This is an optimization exercise on Yosys and OpenROAD, whose aim is small area, not a production implementation. Function was checked by simulation only, so behaviour that the tests miss may differ from the original. No activity file was given, so power comes from the tool's default toggle rates.

==> flow/design.v <==
`timescale 1ns / 1ps
`timescale 1ns / 1ps
`timescale 1ns / 1ps
`timescale 1ns / 1ps
`timescale 1ns / 1ps
module Controller_top(
    input  logic clk,
    input  logic rst,
    output logic TRIGGER,
    input  logic ECHO,
    output logic PWM_out
);
    logic s1, e;
    always_ff @(posedge clk) begin
        s1 <= ECHO;
        e  <= s1;
    end
    localparam logic [2:0] IDLE = 3'b000, TRIG = 3'b001, WAIT = 3'b011,
                           MEAS = 3'b010, DONE = 3'b110;
    logic [2:0]  st;
    logic [21:0] T;
    logic [10:0] r;
    logic [4:0]  q;
    logic [4:0]  D;
    logic [3:0]  p;
    logic [4:0]  g;
    wire t_done = ~T[1] & T[2] & ~T[9];    
    wire t_trig = ~T[3] & T[4] & ~T[8] & ~T[16];    
    wire t_wait = T[0] & ~T[1] & ~T[2] & ~T[3] & ~T[4] & ~T[5] & ~T[6] & T[7] & ~T[8] & ~T[9] & ~T[10] & ~T[11] & ~T[12] & ~T[13] & T[14] & ~T[15] & T[16] & T[17] & ~T[18] & ~T[21];    
    wire r_end = ~r[0] & ~r[1] & ~r[2] & r[5] & ~r[6] & r[7] & ~r[8] & r[9] & r[10];    
    wire p_end = ~p[0] & ~p[2] & p[3];    
    always_ff @(posedge clk) begin
        if (rst) st <= IDLE;
        else case (st)
            IDLE: st <= TRIG;
            TRIG: if (t_trig) st <= WAIT;
            WAIT: if (e) st <= MEAS; else if (t_wait) st <= IDLE;
            MEAS: if (!e) st <= DONE;
            DONE: if (t_done) st <= TRIG;
            default: st <= IDLE;
        endcase
    end
    wire [21:0] T_sh = {T[20:0], ~(T[21] ^ T[20])};
    always_ff @(posedge clk) begin
        if (st == IDLE) T <= 22'h3ffbfb;
        else if (st == MEAS) T <= 22'd0;
        else T <= T_sh;
    end
    wire counting = (st == MEAS) || (st == DONE);
    always_ff @(posedge clk) begin
        if (!counting) begin
            r <= 11'h376;
            q <= 5'd23;
        end else if (e) begin
            if (r_end) begin
                r <= {10'd0, q[0]};
                if (q != 5'd0) q <= q - 5'd1;
            end else begin
                r <= {r[9:0], ~(r[10] ^ r[8])};
            end
        end
    end
    always_ff @(posedge clk) begin
        if (rst) D <= 5'd0;
        else if (st == DONE) D <= q;
    end
    wire last5 = (g == 5'd4) || (g == 5'd9) || (g == 5'd14) || (g == 5'd19);
    logic [3:0] p_n;
    logic [4:0] g_n;
    always_comb begin
        if (rst) begin
            p_n = 4'd1; g_n = 5'd0;
        end else if (p_end) begin
            p_n = {3'd0, last5};
            g_n = (g == 5'd19) ? 5'd0 : g + 5'd1;
        end else begin
            p_n = {p[2:0], ~(p[3] ^ p[2])};
            g_n = g;
        end
    end
    logic x, pwm;
    always_ff @(posedge clk) begin
        p   <= p_n;
        g   <= g_n;
        x   <= (g_n < D);
        pwm <= !rst & x;
    end
    assign PWM_out = pwm;
    assign TRIGGER = !rst & (st == TRIG);
endmodule
==> flow/config.mk <==
export PLATFORM = sky130hd
export DESIGN_NAME = Controller_top
export DESIGN_NICKNAME = Controller_top
export VERILOG_FILES = /design/flow/design.v
export SDC_FILE = /design/flow/constraint.sdc
export NUM_CORES = 4
export LEC_CHECK = 0
export CAP_MARGIN = 20
export CORE_MARGIN = 2
export CORE_UTILIZATION = 40
export SLEW_MARGIN = 20
==> flow/constraint.sdc <==
create_clock -name core_clock -period 12.0 [get_ports {clk}]
set_input_delay 2.4000 -clock core_clock [delete_from_list [all_inputs] [get_ports {clk}]]
set_output_delay 2.4000 -clock core_clock [all_outputs]
set_load 0.01 [all_outputs]
run.sh (not shown) runs the stock make flow with config.mk's settings and CLKGATE_MAP_FILE= SYNTH_SCRIPT=/design/flow/synth_recipe.tcl, a recipe that flattens the netlist after the stock synthesis.
Next try:
--- a/flow/design.v
+++ b/flow/design.v
@@ -18,48 +18,52 @@
     localparam logic [2:0] IDLE = 3'b000, TRIG = 3'b001, WAIT = 3'b011,
                            MEAS = 3'b010, DONE = 3'b110;
     logic [2:0]  st;
     logic [21:0] T;
-    logic [10:0] r;
-    logic [4:0]  q;
+    logic [1:0]  X;
     logic [4:0]  D;
     logic [3:0]  p;
     logic [4:0]  g;
-    wire t_done = ~T[1] & T[2] & ~T[9];    
     wire t_trig = ~T[3] & T[4] & ~T[8] & ~T[16];    
     wire t_wait = T[0] & ~T[1] & ~T[2] & ~T[3] & ~T[4] & ~T[5] & ~T[6] & T[7] & ~T[8] & ~T[9] & ~T[10] & ~T[11] & ~T[12] & ~T[13] & T[14] & ~T[15] & T[16] & T[17] & ~T[18] & ~T[21];    
-    wire r_end = ~r[0] & ~r[1] & ~r[2] & r[5] & ~r[6] & r[7] & ~r[8] & r[9] & r[10];    
+    wire r_end = ~T[0] & ~T[1] & ~T[2] & T[5] & ~T[6] & T[7] & ~T[8] & T[9] & T[10];    
+    wire dt_end = T[16] & ~T[17] & T[18] & ~T[19] & ~T[21] & ~X[0] & ~X[1];    
     wire p_end = ~p[0] & ~p[2] & p[3];    
     always_ff @(posedge clk) begin
         if (rst) st <= IDLE;
         else case (st)
             IDLE: st <= TRIG;
             TRIG: if (t_trig) st <= WAIT;
             WAIT: if (e) st <= MEAS; else if (t_wait) st <= IDLE;
             MEAS: if (!e) st <= DONE;
-            DONE: if (t_done) st <= TRIG;
+            DONE: if (dt_end) st <= TRIG;
             default: st <= IDLE;
         endcase
     end
-    wire [21:0] T_sh = {T[20:0], ~(T[21] ^ T[20])};
+    wire [21:0] T_sh  = {T[20:0], ~(T[21] ^ T[20])};
+    wire [4:0]  q     = T[15:11];
+    wire [15:0] echo_n = r_end ? {q - {4'd0, q != 5'd0}, 10'd0, q[0]}
+                               : {q, T[9:0], ~(T[10] ^ T[8])};
+    wire [7:0]  dt_sh = {X[0], T[21:16], ~(X[1] ^ T[21] ^ T[20] ^ T[19])};
     always_ff @(posedge clk) begin
-        if (st == IDLE) T <= 22'h3ffbfb;
-        else if (st == MEAS) T <= 22'd0;
-        else T <= T_sh;
-    end
-    wire counting = (st == MEAS) || (st == DONE);
-    always_ff @(posedge clk) begin
-        if (!counting) begin
-            r <= 11'h376;
-            q <= 5'd23;
-        end else if (e) begin
-            if (r_end) begin
-                r <= {10'd0, q[0]};
-                if (q != 5'd0) q <= q - 5'd1;
-            end else begin
-                r <= {r[9:0], ~(r[10] ^ r[8])};
+        case (st)
+            IDLE: T <= 22'h3ffbfb;
+            TRIG: T <= T_sh;
+            WAIT: T <= e ? {T_sh[21:16], 5'd23, 11'h376} : T_sh;
+            MEAS: begin
+                T[21:16] <= 6'd0;
+                X <= 2'd0;
+                if (e) T[15:0] <= echo_n;
             end
-        end
+            DONE: begin
+                if (dt_end) T <= 22'h3ffbfb;
+                else begin
+                    {X, T[21:16]} <= dt_sh;
+                    if (e) T[15:0] <= echo_n;
+                end
+            end
+            default: T <= 22'h3ffbfb;
+        endcase
     end
     always_ff @(posedge clk) begin
         if (rst) D <= 5'd0;
         else if (st == DONE) D <= q;
Synthesized area is lower by about 14%.
Via count is lower by about 6%.
Power is lower by about 21%.
Worst setup slack loses 0.087 ns.
Routed wire length is higher by 3.4%.
Cell count is lower by about 13%.
Global-route usage is higher by 1.3 points.
Combinational power is higher to 2.5 times its value.

[afterwards: timing with drivers on the ports]
The flow's constraints put no driver on any port. The routed layouts listed below were extracted and timed again, unchanged, in two steps. Step 1: set_driving_cell puts a clkbuf_16 on clk and a buf_2 on each other input, an assumption about the parent block. Step 2 moves the port delays by t, midway between the first and last clock arrival at a register: inputs arrive t later, outputs are due t later. That takes back most of the time a late clock gives input paths. Three values: ideal, step 1, step 2; two values: the first two.
run	t (ns)	slack for setup (ns)	worst register clock-pin slew, ns	pins driven straight from the clock port
the first run	0.359	5.928 / 5.904 / 5.904	0.07 / 0.07	1
the second run	0.327	5.841 / 5.817 / 5.817	0.09 / 0.09	1
After both steps setup and hold are still met in every run listed.
